Background: an optimization exercise with open tools, aiming at small area and a short achievable clock period. Do not read the settings as production practice. No functional check of the RTL was part of any run shown here. Power figures rest on the tool's default switching activity, not on a simulated workload.

[flow/config.mk]
export PLATFORM = sky130hd
export DESIGN_NAME = PE
export DESIGN_NICKNAME = PE
export VERILOG_FILES = /design/flow/design.v
export SDC_FILE = /design/flow/constraint.sdc
export NUM_CORES = 4
export LEC_CHECK = 0
export CAP_MARGIN = 20
export CORE_MARGIN = 2
export CORE_UTILIZATION = 40
export PLACE_DENSITY = 0.6
export SETUP_SLACK_MARGIN = 4
export SLEW_MARGIN = 20
export SYNTH_HIERARCHICAL = 1
export SYNTH_MINIMUM_KEEP_SIZE = 0
[flow/constraint.sdc]
create_clock -name core_clock -period 8.0 [get_ports {clk}]
set_input_delay 1.6000 -clock core_clock [delete_from_list [all_inputs] [get_ports {clk}]]
set_output_delay 1.6000 -clock core_clock [all_outputs]
set_load 0.01 [all_outputs]
[flow/design.v]
module PE (
    input  wire               clk,
    input  wire               rst,
    input  wire               en,
    input  wire               mode_residual,
    input  wire signed [15:0] input_data,
    input  wire signed [15:0] weight_data,
    input  wire signed [15:0] residual_data,
    output reg  signed [15:0] output_data,
    output wire               input_sparse,
    output wire               weight_sparse,
    output wire               computation_skipped,
    output reg         [15:0] sparse_count,
    output reg         [15:0] total_count
);
    assign input_sparse  = (input_data[15:4] == 12'h000) |
                           ((input_data[15:4] == 12'hfff) & (input_data[3:0] != 4'h0));
    assign weight_sparse = (weight_data[15:4] == 12'h000) |
                           ((weight_data[15:4] == 12'hfff) & (weight_data[3:0] != 4'h0));
    assign computation_skipped = input_sparse | weight_sparse;
    wire mac = en & ~computation_skipped;
    reg  [15:0] acc_sn;
    reg  [15:0] acc_cn;
    wire pp_0_0 = ~(input_data[0] & weight_data[0]);
    wire pp_0_1 = ~(input_data[0] & weight_data[1]);
    wire pp_0_2 = ~(input_data[0] & weight_data[2]);
    wire pp_0_3 = ~(input_data[0] & weight_data[3]);
    wire pp_0_4 = ~(input_data[0] & weight_data[4]);
    wire pp_0_5 = ~(input_data[0] & weight_data[5]);
    wire pp_0_6 = ~(input_data[0] & weight_data[6]);
    wire pp_0_7 = ~(input_data[0] & weight_data[7]);
    wire pp_0_8 = ~(input_data[0] & weight_data[8]);
    wire pp_0_9 = ~(input_data[0] & weight_data[9]);
    wire pp_0_10 = ~(input_data[0] & weight_data[10]);
    wire pp_0_11 = ~(input_data[0] & weight_data[11]);
    wire pp_0_12 = ~(input_data[0] & weight_data[12]);
    wire pp_0_13 = ~(input_data[0] & weight_data[13]);
    wire pp_0_14 = ~(input_data[0] & weight_data[14]);
    wire pp_0_15 = ~(input_data[0] & weight_data[15]);
    wire pp_1_0 = ~(input_data[1] & weight_data[0]);
    wire pp_1_1 = ~(input_data[1] & weight_data[1]);
    wire pp_1_2 = ~(input_data[1] & weight_data[2]);
    wire pp_1_3 = ~(input_data[1] & weight_data[3]);
    wire pp_1_4 = ~(input_data[1] & weight_data[4]);
    wire pp_1_5 = ~(input_data[1] & weight_data[5]);
    wire pp_1_6 = ~(input_data[1] & weight_data[6]);
    wire pp_1_7 = ~(input_data[1] & weight_data[7]);
    wire pp_1_8 = ~(input_data[1] & weight_data[8]);
    wire pp_1_9 = ~(input_data[1] & weight_data[9]);
    wire pp_1_10 = ~(input_data[1] & weight_data[10]);
    wire pp_1_11 = ~(input_data[1] & weight_data[11]);
    wire pp_1_12 = ~(input_data[1] & weight_data[12]);
    wire pp_1_13 = ~(input_data[1] & weight_data[13]);
    wire pp_1_14 = ~(input_data[1] & weight_data[14]);
    wire pp_2_0 = ~(input_data[2] & weight_data[0]);
    wire pp_2_1 = ~(input_data[2] & weight_data[1]);
    wire pp_2_2 = ~(input_data[2] & weight_data[2]);
    wire pp_2_3 = ~(input_data[2] & weight_data[3]);
    wire pp_2_4 = ~(input_data[2] & weight_data[4]);
    wire pp_2_5 = ~(input_data[2] & weight_data[5]);
    wire pp_2_6 = ~(input_data[2] & weight_data[6]);
    wire pp_2_7 = ~(input_data[2] & weight_data[7]);
    wire pp_2_8 = ~(input_data[2] & weight_data[8]);
    wire pp_2_9 = ~(input_data[2] & weight_data[9]);
    wire pp_2_10 = ~(input_data[2] & weight_data[10]);
    wire pp_2_11 = ~(input_data[2] & weight_data[11]);
    wire pp_2_12 = ~(input_data[2] & weight_data[12]);
    wire pp_2_13 = ~(input_data[2] & weight_data[13]);
    wire pp_3_0 = ~(input_data[3] & weight_data[0]);
    wire pp_3_1 = ~(input_data[3] & weight_data[1]);
    wire pp_3_2 = ~(input_data[3] & weight_data[2]);
    wire pp_3_3 = ~(input_data[3] & weight_data[3]);
    wire pp_3_4 = ~(input_data[3] & weight_data[4]);
    wire pp_3_5 = ~(input_data[3] & weight_data[5]);
    wire pp_3_6 = ~(input_data[3] & weight_data[6]);
    wire pp_3_7 = ~(input_data[3] & weight_data[7]);
    wire pp_3_8 = ~(input_data[3] & weight_data[8]);
    wire pp_3_9 = ~(input_data[3] & weight_data[9]);
    wire pp_3_10 = ~(input_data[3] & weight_data[10]);
    wire pp_3_11 = ~(input_data[3] & weight_data[11]);
    wire pp_3_12 = ~(input_data[3] & weight_data[12]);
    wire pp_4_0 = ~(input_data[4] & weight_data[0]);
    wire pp_4_1 = ~(input_data[4] & weight_data[1]);
    wire pp_4_2 = ~(input_data[4] & weight_data[2]);
    wire pp_4_3 = ~(input_data[4] & weight_data[3]);
    wire pp_4_4 = ~(input_data[4] & weight_data[4]);
    wire pp_4_5 = ~(input_data[4] & weight_data[5]);
    wire pp_4_6 = ~(input_data[4] & weight_data[6]);
    wire pp_4_7 = ~(input_data[4] & weight_data[7]);
    wire pp_4_8 = ~(input_data[4] & weight_data[8]);
    wire pp_4_9 = ~(input_data[4] & weight_data[9]);
    wire pp_4_10 = ~(input_data[4] & weight_data[10]);
    wire pp_4_11 = ~(input_data[4] & weight_data[11]);
    wire pp_5_0 = ~(input_data[5] & weight_data[0]);
    wire pp_5_1 = ~(input_data[5] & weight_data[1]);
    wire pp_5_2 = ~(input_data[5] & weight_data[2]);
    wire pp_5_3 = ~(input_data[5] & weight_data[3]);
    wire pp_5_4 = ~(input_data[5] & weight_data[4]);
    wire pp_5_5 = ~(input_data[5] & weight_data[5]);
    wire pp_5_6 = ~(input_data[5] & weight_data[6]);
    wire pp_5_7 = ~(input_data[5] & weight_data[7]);
    wire pp_5_8 = ~(input_data[5] & weight_data[8]);
    wire pp_5_9 = ~(input_data[5] & weight_data[9]);
    wire pp_5_10 = ~(input_data[5] & weight_data[10]);
    wire pp_6_0 = ~(input_data[6] & weight_data[0]);
    wire pp_6_1 = ~(input_data[6] & weight_data[1]);
    wire pp_6_2 = ~(input_data[6] & weight_data[2]);
    wire pp_6_3 = ~(input_data[6] & weight_data[3]);
    wire pp_6_4 = ~(input_data[6] & weight_data[4]);
    wire pp_6_5 = ~(input_data[6] & weight_data[5]);
    wire pp_6_6 = ~(input_data[6] & weight_data[6]);
    wire pp_6_7 = ~(input_data[6] & weight_data[7]);
    wire pp_6_8 = ~(input_data[6] & weight_data[8]);
    wire pp_6_9 = ~(input_data[6] & weight_data[9]);
    wire pp_7_0 = ~(input_data[7] & weight_data[0]);
    wire pp_7_1 = ~(input_data[7] & weight_data[1]);
    wire pp_7_2 = ~(input_data[7] & weight_data[2]);
    wire pp_7_3 = ~(input_data[7] & weight_data[3]);
    wire pp_7_4 = ~(input_data[7] & weight_data[4]);
    wire pp_7_5 = ~(input_data[7] & weight_data[5]);
    wire pp_7_6 = ~(input_data[7] & weight_data[6]);
    wire pp_7_7 = ~(input_data[7] & weight_data[7]);
    wire pp_7_8 = ~(input_data[7] & weight_data[8]);
    wire pp_8_0 = ~(input_data[8] & weight_data[0]);
    wire pp_8_1 = ~(input_data[8] & weight_data[1]);
    wire pp_8_2 = ~(input_data[8] & weight_data[2]);
    wire pp_8_3 = ~(input_data[8] & weight_data[3]);
    wire pp_8_4 = ~(input_data[8] & weight_data[4]);
    wire pp_8_5 = ~(input_data[8] & weight_data[5]);
    wire pp_8_6 = ~(input_data[8] & weight_data[6]);
    wire pp_8_7 = ~(input_data[8] & weight_data[7]);
    wire pp_9_0 = ~(input_data[9] & weight_data[0]);
    wire pp_9_1 = ~(input_data[9] & weight_data[1]);
    wire pp_9_2 = ~(input_data[9] & weight_data[2]);
    wire pp_9_3 = ~(input_data[9] & weight_data[3]);
    wire pp_9_4 = ~(input_data[9] & weight_data[4]);
    wire pp_9_5 = ~(input_data[9] & weight_data[5]);
    wire pp_9_6 = ~(input_data[9] & weight_data[6]);
    wire pp_10_0 = ~(input_data[10] & weight_data[0]);
    wire pp_10_1 = ~(input_data[10] & weight_data[1]);
    wire pp_10_2 = ~(input_data[10] & weight_data[2]);
    wire pp_10_3 = ~(input_data[10] & weight_data[3]);
    wire pp_10_4 = ~(input_data[10] & weight_data[4]);
    wire pp_10_5 = ~(input_data[10] & weight_data[5]);
    wire pp_11_0 = ~(input_data[11] & weight_data[0]);
    wire pp_11_1 = ~(input_data[11] & weight_data[1]);
    wire pp_11_2 = ~(input_data[11] & weight_data[2]);
    wire pp_11_3 = ~(input_data[11] & weight_data[3]);
    wire pp_11_4 = ~(input_data[11] & weight_data[4]);
    wire pp_12_0 = ~(input_data[12] & weight_data[0]);
    wire pp_12_1 = ~(input_data[12] & weight_data[1]);
    wire pp_12_2 = ~(input_data[12] & weight_data[2]);
    wire pp_12_3 = ~(input_data[12] & weight_data[3]);
    wire pp_13_0 = ~(input_data[13] & weight_data[0]);
    wire pp_13_1 = ~(input_data[13] & weight_data[1]);
    wire pp_13_2 = ~(input_data[13] & weight_data[2]);
    wire pp_14_0 = ~(input_data[14] & weight_data[0]);
    wire pp_14_1 = ~(input_data[14] & weight_data[1]);
    wire pp_15_0 = ~(input_data[15] & weight_data[0]);
    wire hs0, hc0;
    hai u_ha0 (.a(acc_cn[11]), .b(acc_sn[11]), .s(hs0), .co(hc0));
    wire fs0, fc0;
    fa u_fa0 (.a(acc_cn[12]), .b(acc_sn[12]), .c(pp_0_12), .s(fs0), .co(fc0));
    wire hs1, hc1;
    hai u_ha1 (.a(pp_10_2), .b(pp_11_1), .s(hs1), .co(hc1));
    wire fs1, fc1;
    fa u_fa1 (.a(acc_cn[13]), .b(acc_sn[13]), .c(pp_0_13), .s(fs1), .co(fc1));
    wire fs2, fc2;
    fa u_fa2 (.a(pp_10_3), .b(pp_11_2), .c(pp_12_1), .s(fs2), .co(fc2));
    wire hs2, hc2;
    hai u_ha2 (.a(pp_13_0), .b(pp_1_12), .s(hs2), .co(hc2));
    wire fs3, fc3;
    fa u_fa3 (.a(acc_cn[14]), .b(acc_sn[14]), .c(pp_0_14), .s(fs3), .co(fc3));
    wire fs4, fc4;
    fa u_fa4 (.a(pp_10_4), .b(pp_11_3), .c(pp_12_2), .s(fs4), .co(fc4));
    wire fs5, fc5;
    fa u_fa5 (.a(pp_13_1), .b(pp_14_0), .c(pp_1_13), .s(fs5), .co(fc5));
    wire hs3, hc3;
    hai u_ha3 (.a(pp_2_12), .b(pp_3_11), .s(hs3), .co(hc3));
    wire hs4, hc4;
    hai u_ha4 (.a(acc_cn[7]), .b(acc_sn[7]), .s(hs4), .co(hc4));
    wire fs6, fc6;
    fa u_fa6 (.a(acc_cn[8]), .b(acc_sn[8]), .c(pp_0_8), .s(fs6), .co(fc6));
    wire hs5, hc5;
    hai u_ha5 (.a(pp_1_7), .b(pp_2_6), .s(hs5), .co(hc5));
    wire fs7, fc7;
    fa u_fa7 (.a(acc_cn[9]), .b(acc_sn[9]), .c(pp_0_9), .s(fs7), .co(fc7));
    wire fs8, fc8;
    fa u_fa8 (.a(pp_1_8), .b(pp_2_7), .c(pp_3_6), .s(fs8), .co(fc8));
    wire hs6, hc6;
    hai u_ha6 (.a(pp_4_5), .b(pp_5_4), .s(hs6), .co(hc6));
    wire fs9, fc9;
    fa u_fa9 (.a(acc_cn[10]), .b(acc_sn[10]), .c(pp_0_10), .s(fs9), .co(fc9));
    wire fs10, fc10;
    fa u_fa10 (.a(pp_10_0), .b(pp_1_9), .c(pp_2_8), .s(fs10), .co(fc10));
    wire fs11, fc11;
    fa u_fa11 (.a(pp_3_7), .b(pp_4_6), .c(pp_5_5), .s(fs11), .co(fc11));
    wire hs7, hc7;
    hai u_ha7 (.a(pp_6_4), .b(pp_7_3), .s(hs7), .co(hc7));
    wire fs12, fc12;
    fa u_fa12 (.a(hs0), .b(pp_0_11), .c(pp_10_1), .s(fs12), .co(fc12));
    wire fs13, fc13;
    fa u_fa13 (.a(pp_11_0), .b(pp_1_10), .c(pp_2_9), .s(fs13), .co(fc13));
    wire fs14, fc14;
    fa u_fa14 (.a(pp_3_8), .b(pp_4_7), .c(pp_5_6), .s(fs14), .co(fc14));
    wire fs15, fc15;
    fa u_fa15 (.a(pp_6_5), .b(pp_7_4), .c(pp_8_3), .s(fs15), .co(fc15));
    wire fs16, fc16;
    fa u_fa16 (.a(hc0), .b(pp_12_0), .c(pp_1_11), .s(fs16), .co(fc16));
    wire fs17, fc17;
    fa u_fa17 (.a(pp_2_10), .b(pp_3_9), .c(pp_4_8), .s(fs17), .co(fc17));
    wire fs18, fc18;
    fa u_fa18 (.a(pp_5_7), .b(pp_6_6), .c(pp_7_5), .s(fs18), .co(fc18));
    wire fs19, fc19;
    fa u_fa19 (.a(pp_8_4), .b(pp_9_3), .c(hs1), .s(fs19), .co(fc19));
    wire fs20, fc20;
    fa u_fa20 (.a(pp_2_11), .b(pp_3_10), .c(pp_4_9), .s(fs20), .co(fc20));
    wire fs21, fc21;
    fa u_fa21 (.a(pp_5_8), .b(pp_6_7), .c(pp_7_6), .s(fs21), .co(fc21));
    wire fs22, fc22;
    fa u_fa22 (.a(pp_8_5), .b(pp_9_4), .c(hc1), .s(fs22), .co(fc22));
    wire fs23, fc23;
    fa u_fa23 (.a(hs2), .b(fc0), .c(fs1), .s(fs23), .co(fc23));
    wire fs24, fc24;
    fa u_fa24 (.a(pp_4_10), .b(pp_5_9), .c(pp_6_8), .s(fs24), .co(fc24));
    wire fs25, fc25;
    fa u_fa25 (.a(pp_7_7), .b(pp_8_6), .c(pp_9_5), .s(fs25), .co(fc25));
    wire fs26, fc26;
    fa u_fa26 (.a(hc2), .b(hs3), .c(fc1), .s(fs26), .co(fc26));
    wire fs27, fc27;
    fa u_fa27 (.a(fc2), .b(fs3), .c(fs4), .s(fs27), .co(fc27));
    wire hs8, hc8;
    hai u_ha8 (.a(acc_cn[4]), .b(acc_sn[4]), .s(hs8), .co(hc8));
    wire fs28, fc28;
    fa u_fa28 (.a(acc_cn[5]), .b(acc_sn[5]), .c(pp_0_5), .s(fs28), .co(fc28));
    wire hs9, hc9;
    hai u_ha9 (.a(pp_1_4), .b(pp_2_3), .s(hs9), .co(hc9));
    wire fs29, fc29;
    fa u_fa29 (.a(acc_cn[6]), .b(acc_sn[6]), .c(pp_0_6), .s(fs29), .co(fc29));
    wire fs30, fc30;
    fa u_fa30 (.a(pp_1_5), .b(pp_2_4), .c(pp_3_3), .s(fs30), .co(fc30));
    wire hs10, hc10;
    hai u_ha10 (.a(pp_4_2), .b(pp_5_1), .s(hs10), .co(hc10));
    wire fs31, fc31;
    fa u_fa31 (.a(hs4), .b(pp_0_7), .c(pp_1_6), .s(fs31), .co(fc31));
    wire fs32, fc32;
    fa u_fa32 (.a(pp_2_5), .b(pp_3_4), .c(pp_4_3), .s(fs32), .co(fc32));
    wire fs33, fc33;
    fa u_fa33 (.a(pp_5_2), .b(pp_6_1), .c(pp_7_0), .s(fs33), .co(fc33));
    wire fs34, fc34;
    fa u_fa34 (.a(hc4), .b(pp_3_5), .c(pp_4_4), .s(fs34), .co(fc34));
    wire fs35, fc35;
    fa u_fa35 (.a(pp_5_3), .b(pp_6_2), .c(pp_7_1), .s(fs35), .co(fc35));
    wire fs36, fc36;
    fa u_fa36 (.a(pp_8_0), .b(hs5), .c(fs6), .s(fs36), .co(fc36));
    wire fs37, fc37;
    fa u_fa37 (.a(pp_6_3), .b(pp_7_2), .c(pp_8_1), .s(fs37), .co(fc37));
    wire fs38, fc38;
    fa u_fa38 (.a(pp_9_0), .b(hc5), .c(hs6), .s(fs38), .co(fc38));
    wire fs39, fc39;
    fa u_fa39 (.a(fc6), .b(fs7), .c(fs8), .s(fs39), .co(fc39));
    wire fs40, fc40;
    fa u_fa40 (.a(pp_8_2), .b(pp_9_1), .c(hc6), .s(fs40), .co(fc40));
    wire fs41, fc41;
    fa u_fa41 (.a(hs7), .b(fc7), .c(fc8), .s(fs41), .co(fc41));
    wire fs42, fc42;
    fa u_fa42 (.a(fs10), .b(fs11), .c(fs9), .s(fs42), .co(fc42));
    wire fs43, fc43;
    fa u_fa43 (.a(pp_9_2), .b(hc7), .c(fc10), .s(fs43), .co(fc43));
    wire fs44, fc44;
    fa u_fa44 (.a(fc11), .b(fc9), .c(fs12), .s(fs44), .co(fc44));
    wire fs45, fc45;
    fa u_fa45 (.a(fs13), .b(fs14), .c(fs15), .s(fs45), .co(fc45));
    wire fs46, fc46;
    fa u_fa46 (.a(fc12), .b(fc13), .c(fc14), .s(fs46), .co(fc46));
    wire fs47, fc47;
    fa u_fa47 (.a(fc15), .b(fs0), .c(fs16), .s(fs47), .co(fc47));
    wire fs48, fc48;
    fa u_fa48 (.a(fs17), .b(fs18), .c(fs19), .s(fs48), .co(fc48));
    wire fs49, fc49;
    fa u_fa49 (.a(fc16), .b(fc17), .c(fc18), .s(fs49), .co(fc49));
    wire fs50, fc50;
    fa u_fa50 (.a(fs2), .b(fs20), .c(fs21), .s(fs50), .co(fc50));
    wire fs51, fc51;
    fa u_fa51 (.a(fc19), .b(fs22), .c(fs23), .s(fs51), .co(fc51));
    wire fs52, fc52;
    fa u_fa52 (.a(fc20), .b(fc21), .c(fs24), .s(fs52), .co(fc52));
    wire fs53, fc53;
    fa u_fa53 (.a(fs25), .b(fs5), .c(fc22), .s(fs53), .co(fc53));
    wire fs54, fc54;
    fa u_fa54 (.a(fc23), .b(fs26), .c(fs27), .s(fs54), .co(fc54));
    wire hs11, hc11;
    hai u_ha11 (.a(acc_cn[2]), .b(acc_sn[2]), .s(hs11), .co(hc11));
    wire fs55, fc55;
    fa u_fa55 (.a(acc_cn[3]), .b(acc_sn[3]), .c(pp_0_3), .s(fs55), .co(fc55));
    wire hs12, hc12;
    hai u_ha12 (.a(pp_1_2), .b(pp_2_1), .s(hs12), .co(hc12));
    wire fs56, fc56;
    fa u_fa56 (.a(hs8), .b(pp_0_4), .c(pp_1_3), .s(fs56), .co(fc56));
    wire fs57, fc57;
    fa u_fa57 (.a(pp_2_2), .b(pp_3_1), .c(pp_4_0), .s(fs57), .co(fc57));
    wire fs58, fc58;
    fa u_fa58 (.a(hc8), .b(pp_3_2), .c(pp_4_1), .s(fs58), .co(fc58));
    wire fs59, fc59;
    fa u_fa59 (.a(pp_5_0), .b(hs9), .c(fs28), .s(fs59), .co(fc59));
    wire fs60, fc60;
    fa u_fa60 (.a(pp_6_0), .b(hc9), .c(hs10), .s(fs60), .co(fc60));
    wire fs61, fc61;
    fa u_fa61 (.a(fc28), .b(fs29), .c(fs30), .s(fs61), .co(fc61));
    wire fs62, fc62;
    fa u_fa62 (.a(hc10), .b(fc29), .c(fc30), .s(fs62), .co(fc62));
    wire fs63, fc63;
    fa u_fa63 (.a(fs31), .b(fs32), .c(fs33), .s(fs63), .co(fc63));
    wire fs64, fc64;
    fa u_fa64 (.a(fc31), .b(fc32), .c(fc33), .s(fs64), .co(fc64));
    wire fs65, fc65;
    fa u_fa65 (.a(fs34), .b(fs35), .c(fs36), .s(fs65), .co(fc65));
    wire fs66, fc66;
    fa u_fa66 (.a(fc34), .b(fc35), .c(fs37), .s(fs66), .co(fc66));
    wire fs67, fc67;
    fa u_fa67 (.a(fs38), .b(fc36), .c(fs39), .s(fs67), .co(fc67));
    wire fs68, fc68;
    fa u_fa68 (.a(fc37), .b(fc38), .c(fs40), .s(fs68), .co(fc68));
    wire fs69, fc69;
    fa u_fa69 (.a(fc39), .b(fs41), .c(fs42), .s(fs69), .co(fc69));
    wire fs70, fc70;
    fa u_fa70 (.a(fc40), .b(fc41), .c(fc42), .s(fs70), .co(fc70));
    wire fs71, fc71;
    fa u_fa71 (.a(fs43), .b(fs44), .c(fs45), .s(fs71), .co(fc71));
    wire fs72, fc72;
    fa u_fa72 (.a(fc43), .b(fc44), .c(fc45), .s(fs72), .co(fc72));
    wire fs73, fc73;
    fa u_fa73 (.a(fs46), .b(fs47), .c(fs48), .s(fs73), .co(fc73));
    wire fs74, fc74;
    fa u_fa74 (.a(fc46), .b(fc47), .c(fs49), .s(fs74), .co(fc74));
    wire fs75, fc75;
    fa u_fa75 (.a(fs50), .b(fc48), .c(fs51), .s(fs75), .co(fc75));
    wire fs76, fc76;
    fa u_fa76 (.a(fc49), .b(fc50), .c(fs52), .s(fs76), .co(fc76));
    wire fs77, fc77;
    fa u_fa77 (.a(fs53), .b(fc51), .c(fs54), .s(fs77), .co(fc77));
    wire hs13, hc13;
    hai u_ha13 (.a(acc_cn[1]), .b(acc_sn[1]), .s(hs13), .co(hc13));
    wire fs78, fc78;
    fa u_fa78 (.a(hs11), .b(pp_0_2), .c(pp_1_1), .s(fs78), .co(fc78));
    wire fs79, fc79;
    fa u_fa79 (.a(hc11), .b(pp_3_0), .c(hs12), .s(fs79), .co(fc79));
    wire fs80, fc80;
    fa u_fa80 (.a(hc12), .b(fc55), .c(fs56), .s(fs80), .co(fc80));
    wire fs81, fc81;
    fa u_fa81 (.a(fc56), .b(fc57), .c(fs58), .s(fs81), .co(fc81));
    wire fs82, fc82;
    fa u_fa82 (.a(fc58), .b(fs60), .c(fc59), .s(fs82), .co(fc82));
    wire fs83, fc83;
    fa u_fa83 (.a(fc60), .b(fc61), .c(fs62), .s(fs83), .co(fc83));
    wire fs84, fc84;
    fa u_fa84 (.a(fc62), .b(fc63), .c(fs64), .s(fs84), .co(fc84));
    wire fs85, fc85;
    fa u_fa85 (.a(fc64), .b(fs66), .c(fc65), .s(fs85), .co(fc85));
    wire fs86, fc86;
    fa u_fa86 (.a(fc66), .b(fs68), .c(fc67), .s(fs86), .co(fc86));
    wire fs87, fc87;
    fa u_fa87 (.a(fc68), .b(fc69), .c(fs70), .s(fs87), .co(fc87));
    wire fs88, fc88;
    fa u_fa88 (.a(fc70), .b(fc71), .c(fs72), .s(fs88), .co(fc88));
    wire fs89, fc89;
    fa u_fa89 (.a(fc72), .b(fs74), .c(fc73), .s(fs89), .co(fc89));
    wire fs90, fc90;
    fa u_fa90 (.a(fc74), .b(fs76), .c(fc75), .s(fs90), .co(fc90));
    wire hs14, hc14;
    hai u_ha14 (.a(acc_cn[0]), .b(acc_sn[0]), .s(hs14), .co(hc14));
    wire fs91, fc91;
    fa u_fa91 (.a(hs13), .b(pp_0_1), .c(pp_1_0), .s(fs91), .co(fc91));
    wire fs92, fc92;
    fa u_fa92 (.a(hc13), .b(pp_2_0), .c(fs78), .s(fs92), .co(fc92));
    wire fs93, fc93;
    fa u_fa93 (.a(fc78), .b(fs55), .c(fs79), .s(fs93), .co(fc93));
    wire fs94, fc94;
    fa u_fa94 (.a(fs57), .b(fc79), .c(fs80), .s(fs94), .co(fc94));
    wire fs95, fc95;
    fa u_fa95 (.a(fc80), .b(fs59), .c(fs81), .s(fs95), .co(fc95));
    wire fs96, fc96;
    fa u_fa96 (.a(fc81), .b(fs61), .c(fs82), .s(fs96), .co(fc96));
    wire fs97, fc97;
    fa u_fa97 (.a(fs63), .b(fc82), .c(fs83), .s(fs97), .co(fc97));
    wire fs98, fc98;
    fa u_fa98 (.a(fc83), .b(fs84), .c(fs65), .s(fs98), .co(fc98));
    wire fs99, fc99;
    fa u_fa99 (.a(fc84), .b(fs67), .c(fs85), .s(fs99), .co(fc99));
    wire fs100, fc100;
    fa u_fa100 (.a(fs69), .b(fc85), .c(fs86), .s(fs100), .co(fc100));
    wire fs101, fc101;
    fa u_fa101 (.a(fs71), .b(fc86), .c(fs87), .s(fs101), .co(fc101));
    wire fs102, fc102;
    fa u_fa102 (.a(fs73), .b(fc87), .c(fs88), .s(fs102), .co(fc102));
    wire fs103, fc103;
    fa u_fa103 (.a(fc88), .b(fs75), .c(fs89), .s(fs103), .co(fc103));
    wire fs104, fc104;
    fa u_fa104 (.a(fs77), .b(fc89), .c(fs90), .s(fs104), .co(fc104));
    wire x15_0;
    xo2 u_x0 (.a(acc_sn[15]), .b(pp_0_15), .y(x15_0));
    wire x15_1;
    xo2 u_x1 (.a(pp_10_5), .b(pp_11_4), .y(x15_1));
    wire x15_2;
    xo2 u_x2 (.a(pp_12_3), .b(pp_13_2), .y(x15_2));
    wire x15_3;
    xo2 u_x3 (.a(pp_14_1), .b(pp_15_0), .y(x15_3));
    wire x15_4;
    xo2 u_x4 (.a(pp_1_14), .b(pp_2_13), .y(x15_4));
    wire x15_5;
    xo2 u_x5 (.a(pp_3_12), .b(pp_4_11), .y(x15_5));
    wire x15_6;
    xo2 u_x6 (.a(pp_5_10), .b(pp_6_9), .y(x15_6));
    wire x15_7;
    xo2 u_x7 (.a(pp_7_8), .b(pp_8_7), .y(x15_7));
    wire x15_8;
    xo2 u_x8 (.a(pp_9_6), .b(x15_0), .y(x15_8));
    wire x15_9;
    xo2 u_x9 (.a(x15_1), .b(x15_2), .y(x15_9));
    wire x15_10;
    xo2 u_x10 (.a(x15_3), .b(x15_4), .y(x15_10));
    wire x15_11;
    xo2 u_x11 (.a(x15_5), .b(x15_6), .y(x15_11));
    wire x15_12;
    xo2 u_x12 (.a(x15_7), .b(hc3), .y(x15_12));
    wire x15_13;
    xo2 u_x13 (.a(fc24), .b(fc25), .y(x15_13));
    wire x15_14;
    xo2 u_x14 (.a(fc3), .b(fc4), .y(x15_14));
    wire x15_15;
    xo2 u_x15 (.a(fc5), .b(x15_10), .y(x15_15));
    wire x15_16;
    xo2 u_x16 (.a(x15_11), .b(x15_8), .y(x15_16));
    wire x15_17;
    xo2 u_x17 (.a(x15_9), .b(x15_12), .y(x15_17));
    wire x15_18;
    xo2 u_x18 (.a(x15_13), .b(x15_14), .y(x15_18));
    wire x15_19;
    xo2 u_x19 (.a(x15_15), .b(x15_16), .y(x15_19));
    wire x15_20;
    xo2 u_x20 (.a(x15_17), .b(fc26), .y(x15_20));
    wire x15_21;
    xo2 u_x21 (.a(x15_18), .b(x15_19), .y(x15_21));
    wire x15_22;
    xo2 u_x22 (.a(fc27), .b(fc52), .y(x15_22));
    wire x15_23;
    xo2 u_x23 (.a(x15_20), .b(x15_21), .y(x15_23));
    wire x15_24;
    xo2 u_x24 (.a(x15_22), .b(fc53), .y(x15_24));
    wire x15_25;
    xo2 u_x25 (.a(x15_23), .b(x15_24), .y(x15_25));
    wire x15_26;
    xo2 u_x26 (.a(fc54), .b(fc76), .y(x15_26));
    wire x15_27;
    xo2 u_x27 (.a(x15_25), .b(x15_26), .y(x15_27));
    wire x15_28;
    xo2 u_x28 (.a(x15_27), .b(fc77), .y(x15_28));
    wire x15_29;
    xo2 u_x29 (.a(x15_28), .b(fc90), .y(x15_29));
    wire x15_30;
    xn2 u_x30 (.a(x15_29), .b(fc104), .y(x15_30));
    wire [15:0] row0 = {x15_30, fc103, fc102, fc101, fc100, fc99, fc98, fc97, fc96, fc95, fc94, fc93, fc92, fc91, hc14, hs14};
    wire [15:0] row1 = {1'b1, fs104, fs103, fs102, fs101, fs100, fs99, fs98, fs97, fs96, fs95, fs94, fs93, fs92, fs91, pp_0_0};
    wire [15:0] res_g = ~(residual_data & {16{mode_residual}});
    wire [15:0] out_s, out_c;
    assign out_c[0] = 1'b1;
    fa u_ofa0 (.a(acc_sn[0]), .b(acc_cn[0]), .c(res_g[0]), .s(out_s[0]), .co(out_c[1]));
    fa u_ofa1 (.a(acc_sn[1]), .b(acc_cn[1]), .c(res_g[1]), .s(out_s[1]), .co(out_c[2]));
    fa u_ofa2 (.a(acc_sn[2]), .b(acc_cn[2]), .c(res_g[2]), .s(out_s[2]), .co(out_c[3]));
    fa u_ofa3 (.a(acc_sn[3]), .b(acc_cn[3]), .c(res_g[3]), .s(out_s[3]), .co(out_c[4]));
    fa u_ofa4 (.a(acc_sn[4]), .b(acc_cn[4]), .c(res_g[4]), .s(out_s[4]), .co(out_c[5]));
    fa u_ofa5 (.a(acc_sn[5]), .b(acc_cn[5]), .c(res_g[5]), .s(out_s[5]), .co(out_c[6]));
    fa u_ofa6 (.a(acc_sn[6]), .b(acc_cn[6]), .c(res_g[6]), .s(out_s[6]), .co(out_c[7]));
    fa u_ofa7 (.a(acc_sn[7]), .b(acc_cn[7]), .c(res_g[7]), .s(out_s[7]), .co(out_c[8]));
    fa u_ofa8 (.a(acc_sn[8]), .b(acc_cn[8]), .c(res_g[8]), .s(out_s[8]), .co(out_c[9]));
    fa u_ofa9 (.a(acc_sn[9]), .b(acc_cn[9]), .c(res_g[9]), .s(out_s[9]), .co(out_c[10]));
    fa u_ofa10 (.a(acc_sn[10]), .b(acc_cn[10]), .c(res_g[10]), .s(out_s[10]), .co(out_c[11]));
    fa u_ofa11 (.a(acc_sn[11]), .b(acc_cn[11]), .c(res_g[11]), .s(out_s[11]), .co(out_c[12]));
    fa u_ofa12 (.a(acc_sn[12]), .b(acc_cn[12]), .c(res_g[12]), .s(out_s[12]), .co(out_c[13]));
    fa u_ofa13 (.a(acc_sn[13]), .b(acc_cn[13]), .c(res_g[13]), .s(out_s[13]), .co(out_c[14]));
    fa u_ofa14 (.a(acc_sn[14]), .b(acc_cn[14]), .c(res_g[14]), .s(out_s[14]), .co(out_c[15]));
    assign out_s[15] = ~(acc_sn[15] ^ res_g[15]);
    wire [15:0] out_nx = ~out_s + ~out_c;
    always @(posedge clk or posedge rst) begin
        if (rst) begin
            acc_sn <= 16'hffff;
            acc_cn <= 16'hffff;
            output_data <= 16'd0;
            sparse_count <= 16'd0;
            total_count <= 16'd0;
        end else begin
            total_count  <= total_count + {15'd0, en};
            sparse_count <= sparse_count + {15'd0, en & computation_skipped};
            if (mac) begin
                acc_sn <= row0;
                acc_cn[0] <= row1[0];
                acc_cn[1] <= row1[1];
                acc_cn[2] <= row1[2];
                acc_cn[3] <= row1[3];
                acc_cn[4] <= row1[4];
                acc_cn[5] <= row1[5];
                acc_cn[6] <= row1[6];
                acc_cn[7] <= row1[7];
                acc_cn[8] <= row1[8];
                acc_cn[9] <= row1[9];
                acc_cn[10] <= row1[10];
                acc_cn[11] <= row1[11];
                acc_cn[12] <= row1[12];
                acc_cn[13] <= row1[13];
                acc_cn[14] <= row1[14];
            end
            if (en) output_data <= out_nx;
        end
    end
endmodule
module fa (input wire a, input wire b, input wire c, output wire s, output wire co);
    assign s = a ^ b ^ c;
    assign co = (a & b) | (a & c) | (b & c);
endmodule
module hai (input wire a, input wire b, output wire s, output wire co);
    assign s = ~(a ^ b);
    assign co = a | b;
endmodule
module xo2 (input wire a, input wire b, output wire y);
    assign y = a ^ b;
endmodule
module xn2 (input wire a, input wire b, output wire y);
    assign y = ~(a ^ b);
endmodule
[flow/flow/run.sh]
#!/bin/bash
# Standard ORFS layout, with port buffers of the smallest buffer cell
# (instead of buffer_ports' default pick, clkdlybuf4s50_1).
set -euo pipefail
export BUFFER_PORTS_ARGS="-buffer_cell sky130_fd_sc_hd__buf_1"
bash standard.sh finish > standard_flow.log 2>&1
[flow/standard.sh]
#!/bin/bash
# synth_recipe.tcl (not shown) runs the flow's synth.tcl, then flattens the netlist and writes it again
# the make line also repeats each setting of config.mk as NAME=value (left out here)
make -C /OpenROAD-flow-scripts/flow DESIGN_CONFIG=/design/flow/config.mk WORK_HOME=/design/flow/orfs CLKGATE_MAP_FILE= SYNTH_SCRIPT=/design/flow/synth_recipe.tcl "${@:-finish}"
==> results of run 1 <==
[final timing paths]
| kind | from | end | slack (ns) | cells past startpoint |
|---|---|---|---|---|
| max in group asynchronous | rst | output_data[13] | 5.84 | 3 |
| worst min-delay path | sparse_count[15] | sparse_count[15] | 0.47 | 1 |
| worst max register to register | acc_sn[11] | acc_cn[13] | 4.35 | 9 |
| min in group asynchronous | rst | sparse_count[7] | 1.55 | 3 |
| worst max-delay path | weight_data[0] | acc_cn[14] | 3.52 | 12 |
| worst min register to register | sparse_count[15] | sparse_count[15] | 0.47 | 1 |
[modules after synthesis, one instance, submodules excluded]
module	cells	flip-flops and latches	times used
PE	546	79	1
fa	1	0	120
hai	5	0	15
xn2	1	0	1
xo2	1	0	30
[per-layer routing]
| metal | routed length, um | global-route usage (%) | vias up |
|---|---|---|---|
| li1 | - | - | 2681 |
| met3 | 959 | 2.11 | 25 |
| met2 | 8750 | 28.6 | 219 |
| met4 | 376 | 5.83 | 0 |
| met1 | 8880 | 26.7 | 2877 |
| met5 | 0 | 0 | - |
[registers in the layout, summed over array words and instances (netlist names)]
register	cells
output_data	16
acc_cn	15
sparse_count	16
acc_sn	16
total_count	16
[kinds of logic after synthesis]
group	count (synthesis)	share of synthesized area, %
compound gates	56	5.14
xor+xnor	64	7.02
flops	79	25.2
mux	36	6.49
buf+inv	132	6.77
simple gates	251	13.8
fa+ha+maj	154	35.5
[worst register-to-register path, stage by stage (launching register included)]
cell     delay (ns)
dfstp_2        0.56
inv_1          0.05
ha_1           0.26
inv_1          0.05
fa_1           0.44
fa_1           0.46
fa_1           0.52
fa_1           0.54
fa_2           0.43
mux2_4         0.27
[per-stage QoR]
step	utilization (%)	total power, mW	cell area, um^2	setup WS [ns]
finish	49.4	4.06	9650	3.52
global route	49.4	4.53	9650	3.46
CTS	47.8	4.09	9330	3.51
detailed placement	44.4	3.64	8660	2.48
global placement	44.3	3.56	8640	2.55
floorplan	-	3.04	8240	3.19
[cell type report]
| cell class | count | area, um^2 |
|---|---|---|
| fillers | 1833 | 9880 |
| multi-input cells | 561 | 5700 |
| flip-flops and latches | 79 | 2020 |
| repair buffers | 136 | 946 |
| inverters | 95 | 358 |
| well taps | 265 | 332 |
| clock buffers | 10 | 229 |
| clock inverters | 6 | 67.6 |
[cell usage after synthesis, types with 2 or more instances]
| library cell | instances |
|---|---|
| nand4_1 | 14 |
| mux2_4 | 30 |
| or2_2 | 2 |
| nor4_1 | 9 |
| o31ai_1 | 2 |
| a31oi_1 | 3 |
| and4_1 | 2 |
| or4_1 | 2 |
| o2111a_1 | 2 |
| o31a_1 | 2 |
| ha_1 | 33 |
| nor4_2 | 2 |
| a21oi_1 | 9 |
| xnor2_1 | 28 |
| o21bai_1 | 2 |
| mux2_1 | 3 |
| a211oi_1 | 7 |
| a31oi_2 | 2 |
| dfrtp_1 | 48 |
| clkbuf_1 | 25 |
| mux2_2 | 3 |
| nand3_1 | 14 |
| and3_1 | 7 |
| buf_6 | 5 |
| fa_1 | 121 |
| xor2_1 | 36 |
| inv_1 | 94 |
| dfstp_2 | 31 |
| a21o_1 | 6 |
| nor2b_1 | 2 |
| o21ai_1 | 5 |
| o21a_1 | 3 |
| nor2_1 | 17 |
| o21ai_0 | 3 |
| nand2_1 | 174 |
| buf_2 | 6 |
[timing repair]
item                                    4_1_cts  5_1_grt
pin swaps                                     7       17
setup buffers                                18       10
endpoints found under the setup margin       34       22
resized for setup                            95       62
[power groups by stage]
stage                     Clock, mW  Combinational (mW)  Sequential, mW
after CTS                     0.422                2.88           0.789
after floorplan                   0                2.27           0.773
final                         0.412                2.86           0.785
after detailed placement          0                2.84           0.796
after global routing          0.440                3.27           0.816
after global placement            0                2.77           0.789
==> flow_metrics.py, run 1 <==
metrics = {
    "drt": {
        "drc": 0,
        "avgViaCountPerCell": 5.04,
        "vias": 5802,
        "ant_nets": 0,
        "drt_first_pass_iters": 5,
        "wirelength_um": 19000,
        "wl_per_cell_um": 16.5,
        "drt_iter0_drc": 351,
    },
    "power_and_ir_drop": {
        "p_int_mw": 2.36,
        "clockPowerShare_pct": 10.2,
        "power.density_nw_per_um2": 420,
        "p_sw_mw": 1.70,
        "comb_power_share_pct": 70.5,
        "peakVddDrop_v": 0.000261,
        "seq_power_share_pct": 19.3,
        "switching_share_pct": 41.9,
        "leakagePower_nw": 4.19,
    },
    "clock_network": {
        "clk_pin_slew_ns": 0.06,
        "numCtsBuffers": 9,
        "cts_max_path_buffers": 2,
        "cts.sinks": 79,
        "clock_latency_ns": 0.34,
        "ctsHtreeMaxLevel": 3,
        "cts_tree": "yes",
        "ctsHoldBuffers": 0,
        "cts.root.buffer_cell": "clkbuf_16",
    },
    "place": {
        "dp.cells": 1108,
        "hpwl_um": 14200,
        "gp_congestion": 0.842,
        "io_buffers": 102,
    },
    "critical_path": {
        "critPathMostFrequentCell": "fa_1",
        "slowest_stage": "fa_1",
        "cp.required_ns": 8.26,
        "path_cells": "buf_1 -> buf_6 -> nand2_2 -> inv_2 -> ha_4 -> inv_2 -> fa_1 -> fa_1 -> fa_2 -> fa_1 -> fa_2 -> mux2_4",
        "critical_path_peak_fanout": 5,
        "critPathMaxStageDelay_ns": 0.55,
        "start_kind": "primary input",
        "crit_arrival_ns": 4.74,
        "crit_path_end_kind": "flip-flop",
        "crit_family": "adder cells",
        "cp_num_buf_inv": 4,
        "critPathKind": "primary input to flip-flop",
    },
    "global_route": {
        "grt_start_max_net_pins": 80,
        "grt_pass1_wl_um": 31000,
        "grt_pass1_vias": 5964,
        "antenna_found_initial": 0,
        "grt_usage_pct": 18.3,
        "overflow": 0,
    },
    "synthesis": {
        "synth-main-ff-cell": "dfrtp_1",
        "synth.area.top_cells": "fa_1 (30%), dfrtp_1 (15%), dfstp_2 (10%)",
        "synthCells": 772,
        "ys_warn_count": 7,
        "ys_seq_area_share_pct": 25.2,
        "synth_top_area_cell": "fa_1",
        "synth-edff-count": 0,
        "synth-async-reset-ratio_pct": 100,
        "synth.avg_cell_area_um2": 10.3,
        "synth_area_um2": 7990,
        "yosys.cell_types.count": 54,
        "syn_nets": 978,
        "ys_ff_latch": 79,
        "synth_top_area_share_pct": 30.3,
    },
    "timing": {
        "fin_crit_sh_pct": 56.0,
        "fmax_mhz": 223,
        "rsz0062_at_grt": "yes",
        "skew_ns": 0.00735,
        "slew_viol_final": 0,
        "tightest_slew_ns": 0.970,
        "slew_headroom_pct": 35.3,
        "fin_hold_ws_ns": 0.474,
        "period_needed_ns": 4.48,
        "setup_viol_count_final": 0,
        "setup_tns_ns": 0,
        "hold_viol": 0,
    },
    "status": {
        "status": "no timing/DRC/antenna violations",
    },
    "final_layout": {
        "final_common_cell": "nand2_1",
        "nNetsFinal": 1088,
        "syn2layout_area_growth_pct": 20.8,
        "diodes": 0,
        "drive_above_1_share_pct": 24.6,
        "layout_common_cells": "nand2_1 (162), fa_1 (90), inv_1 (88)",
        "final_cell_count_no_fill": 1152,
    },
    "floorplan": {
        "dieWidth_um": 145,
        "rows": 51,
        "die_area_um2": 21100,
        "io_pins": 103,
        "die_h_um": 145,
        "start_util_pct": 40.9,
        "coreArea_um2": 19500,
    },
    "flow_run": {
        "maxCapViolations": 0,
    },
    "hold_path": {
        "hold_path_class": "flip-flop to flip-flop",
    },
}
==> run 2: changes to the inputs <==
--- a/flow/config.mk
+++ b/flow/config.mk
@@ -9,7 +9,7 @@
 export CORE_MARGIN = 2
 export CORE_UTILIZATION = 40
 export PLACE_DENSITY = 0.6
-export SETUP_SLACK_MARGIN = 4
+export SETUP_SLACK_MARGIN = 3
 export SLEW_MARGIN = 20
 export SYNTH_HIERARCHICAL = 1
 export SYNTH_MINIMUM_KEEP_SIZE = 0
==> flow_metrics.py, run 2 <==
metrics = {
    "hold_path": {
        "hp-start": "sparse_count[15]",
        "hold_path_class": "flip-flop to flip-flop",
    },
    "place": {
        "gp_congestion": 0.894,
        "dp_slack_ns": 2.67,
        "hpwl_um": 14100,
        "io_buffers": 102,
        "dpl_cell_area_um2": 8570,
    },
    "clock_network": {
        "cts.root.buffer_cell": "clkbuf_16",
        "numCtsBuffers": 9,
        "cts_max_path_buffers": 2,
        "cts_resized": 0,
        "ctsHtreeMaxLevel": 3,
        "clock_latency_ns": 0.33,
        "cts_tree": "yes",
        "post-cts-setup-buffers": 0,
        "clk_pin_slew_ns": 0.06,
        "cts.sinks": 79,
        "ctsHoldBuffers": 0,
    },
    "drt": {
        "avgViaCountPerCell": 4.94,
        "drt_iter0_drc": 358,
        "vias": 5567,
        "ant_nets": 0,
        "wl_per_cell_um": 16.1,
        "drc": 0,
        "drt_first_pass_iters": 5,
        "wirelength_um": 18100,
    },
    "critical_path": {
        "cp-startpoint": "input_data[0]",
        "critical_path_peak_fanout": 17,
        "timing.rr.start": "acc_sn[13]",
        "critPathKind": "primary input to flip-flop",
        "slowest_stage": "fa_1",
        "start_kind": "primary input",
        "critPathMostFrequentCell": "fa_1",
        "critPathMaxStageDelay_ns": 0.54,
        "path_cells": "buf_1 -> buf_4 -> nand2_1 -> fa_1 -> fa_1 -> fa_1 -> fa_1 -> fa_1 -> fa_1 -> xnor2_1 -> mux2_4",
        "cp.required_ns": 8.26,
        "cp_num_buf_inv": 2,
        "crit_family": "adder cells",
        "crit_path_end_kind": "flip-flop",
        "crit_arrival_ns": 5.11,
    },
    "synthesis": {
        "ys_warn_count": 7,
        "syn_nets": 978,
        "synth-async-reset-ratio_pct": 100,
        "synthCells": 772,
        "ys_seq_area_share_pct": 25.2,
        "synth.avg_cell_area_um2": 10.3,
        "synth-edff-count": 0,
        "synth_area_um2": 7990,
        "ys_ff_latch": 79,
        "synth_top_area_cell": "fa_1",
        "yosys.cell_types.count": 54,
        "synth.area.top_cells": "fa_1 (30%), dfrtp_1 (15%), dfstp_2 (10%)",
        "synthMostInstantiatedCell": "nand2_1",
        "yosys-top-cells-count": "nand2_1 (174), fa_1 (121), inv_1 (94)",
        "synth_top_area_share_pct": 30.3,
        "synth-main-ff-cell": "dfrtp_1",
    },
    "timing": {
        "tightest_slew_ns": 0.960,
        "skew_ns": 0.00874,
        "slew_headroom_pct": 36.0,
        "setup_tns_ns": 0,
        "hold_viol": 0,
        "period_needed_ns": 4.85,
        "fin_hold_ws_ns": 0.467,
        "fin_crit_sh_pct": 60.6,
        "rsz0062_at_grt": "no",
        "setup_viol_count_final": 0,
        "fmax_mhz": 206,
        "slew_viol_final": 0,
        "finalWorstSetupSlack_ns": 3.15,
    },
    "global_route": {
        "overflow": 0,
        "gr-usage-met2_pct": 27.4,
        "grt_util_met3_pct": 2.61,
        "grt_pass1_vias": 5748,
        "antenna_found_initial": 0,
        "grt_pass1_wl_um": 30200,
        "grt_start_max_net_pins": 80,
        "gr-usage-met1_pct": 26.2,
        "grt_usage_pct": 17.8,
        "grt_busiest_layer": "met2",
    },
    "status": {
        "status": "no timing/DRC/antenna violations",
    },
    "power_and_ir_drop": {
        "leakagePower_nw": 3.89,
        "peakVddDrop_v": 0.000152,
        "power.density_nw_per_um2": 436,
        "total_power_mw": 3.87,
    },
    "floorplan": {
        "coreArea_um2": 19500,
        "die_area_um2": 21100,
        "start_util_pct": 40.9,
        "rows": 51,
        "dieWidth_um": 145,
        "io_pins": 103,
        "die_h_um": 145,
    },
    "final_layout": {
        "layout_common_cells": "nand2_1 (174), fa_1 (121), buf_1 (100)",
        "diodes": 0,
        "syn2layout_area_growth_pct": 11.1,
        "drive_above_1_share_pct": 11.6,
        "final_area_um2": 8870,
        "n_fill_cell": 1928,
        "nNetsFinal": 1062,
        "final_common_cell": "nand2_1",
    },
    "flow_run": {
        "maxCapViolations": 0,
    },
}
-- run 2: cell counts after synthesis --
No cell type changed its count.
-- run 2: modules after synthesis, one instance, submodules excluded --
module	flops+latches	cells	copies in the design	area [um^2]
xo2	0	1	30	8.76
PE	79	546	1	4900
fa	0	1	120	20.0
xn2	0	1	1	8.76
hai	0	5	15	27.5
-- run 2: power breakdown --
part           internal [mW]  leakage, nW  switching (mW)
registers              0.625        0.950           0.152
logic                   1.39         2.80            1.32
clock network          0.212        0.137           0.163
-- run 2: through the flow --
step           cells  util [%]
6_report        1126      45.5
5_1_grt         1126      45.5
4_1_cts         1125      45.3
3_5_place_dp    1109      43.9
3_3_place_gp    1109      43.9
2_1_floorplan    772         -
-- run 2: final cells by class --
cell class                      count  area, um^2  share of cell area, %
Clock buffer                       10         229                   2.58
Multi-Input combinational cell    561        5430                   61.2
Sequential cell                    79        2020                   22.7
Inverter                           95         358                   4.03
Tap cell                          265         332                   3.74
Clock inverter                      6        45.0                  0.508
Timing Repair Buffer              110         465                   5.24
-- run 2: path summary, 6_finish.rpt --
path,endpoint,slack (ns),cells past startpoint
min,sparse_count[15],0.47,1
max reg2reg,acc_sn[15],4.28,8
min in group asynchronous,total_count[13],1.53,3
min reg2reg,sparse_count[15],0.47,1
max,acc_sn[15],3.15,11
max in group asynchronous,output_data[4],5.85,3
-- run 2: per-layer routing --
metal	up-vias	part of all wire (%)
met1	2716	48
met3	21	5.5
li1	2633	-
met2	197	45
met5	-	0
met4	0	2.1
-- run 2: kinds of logic after synthesis --
| family | after synthesis | share of synthesized area (%) |
|---|---|---|
| buffers and inverters | 132 | 6.77 |
| flip-flops | 79 | 25.2 |
| AO/OA/AOI/OAI | 56 | 5.14 |
| multiplexers | 36 | 6.49 |
| adder cells (fa/ha/maj) | 154 | 35.5 |
| AND/OR/NAND/NOR | 251 | 13.8 |
| XOR/XNOR | 64 | 7.02 |

## static timing again, ports no longer ideal
The results above use ideal ports. As a check the final layouts listed here were re-extracted and re-timed, cells and wires unchanged.
Step 1: set_driving_cell puts a clkbuf_16 on clk and a buf_2 on each other input, an assumption about the parent block.
Step 2 times the ports against the registers' clock, not the clock port: input delays grow and output delays shrink by t, the midpoint of the rising clock arrivals with the driver on.
Three values: ideal, step 1, step 2; two values: the first two.
run	shift t [ns]	setup slack, ns	pins driven straight from the clock port
run 1	0.373	3.524 / 3.494 / 3.121	1
run 2	0.364	3.149 / 3.158 / 2.794	1
After both steps setup and hold are still met in every run listed. For run 1, which loses most, drivers alone change the setup slack by -0.030 ns; drivers and shift together by -0.403 ns.
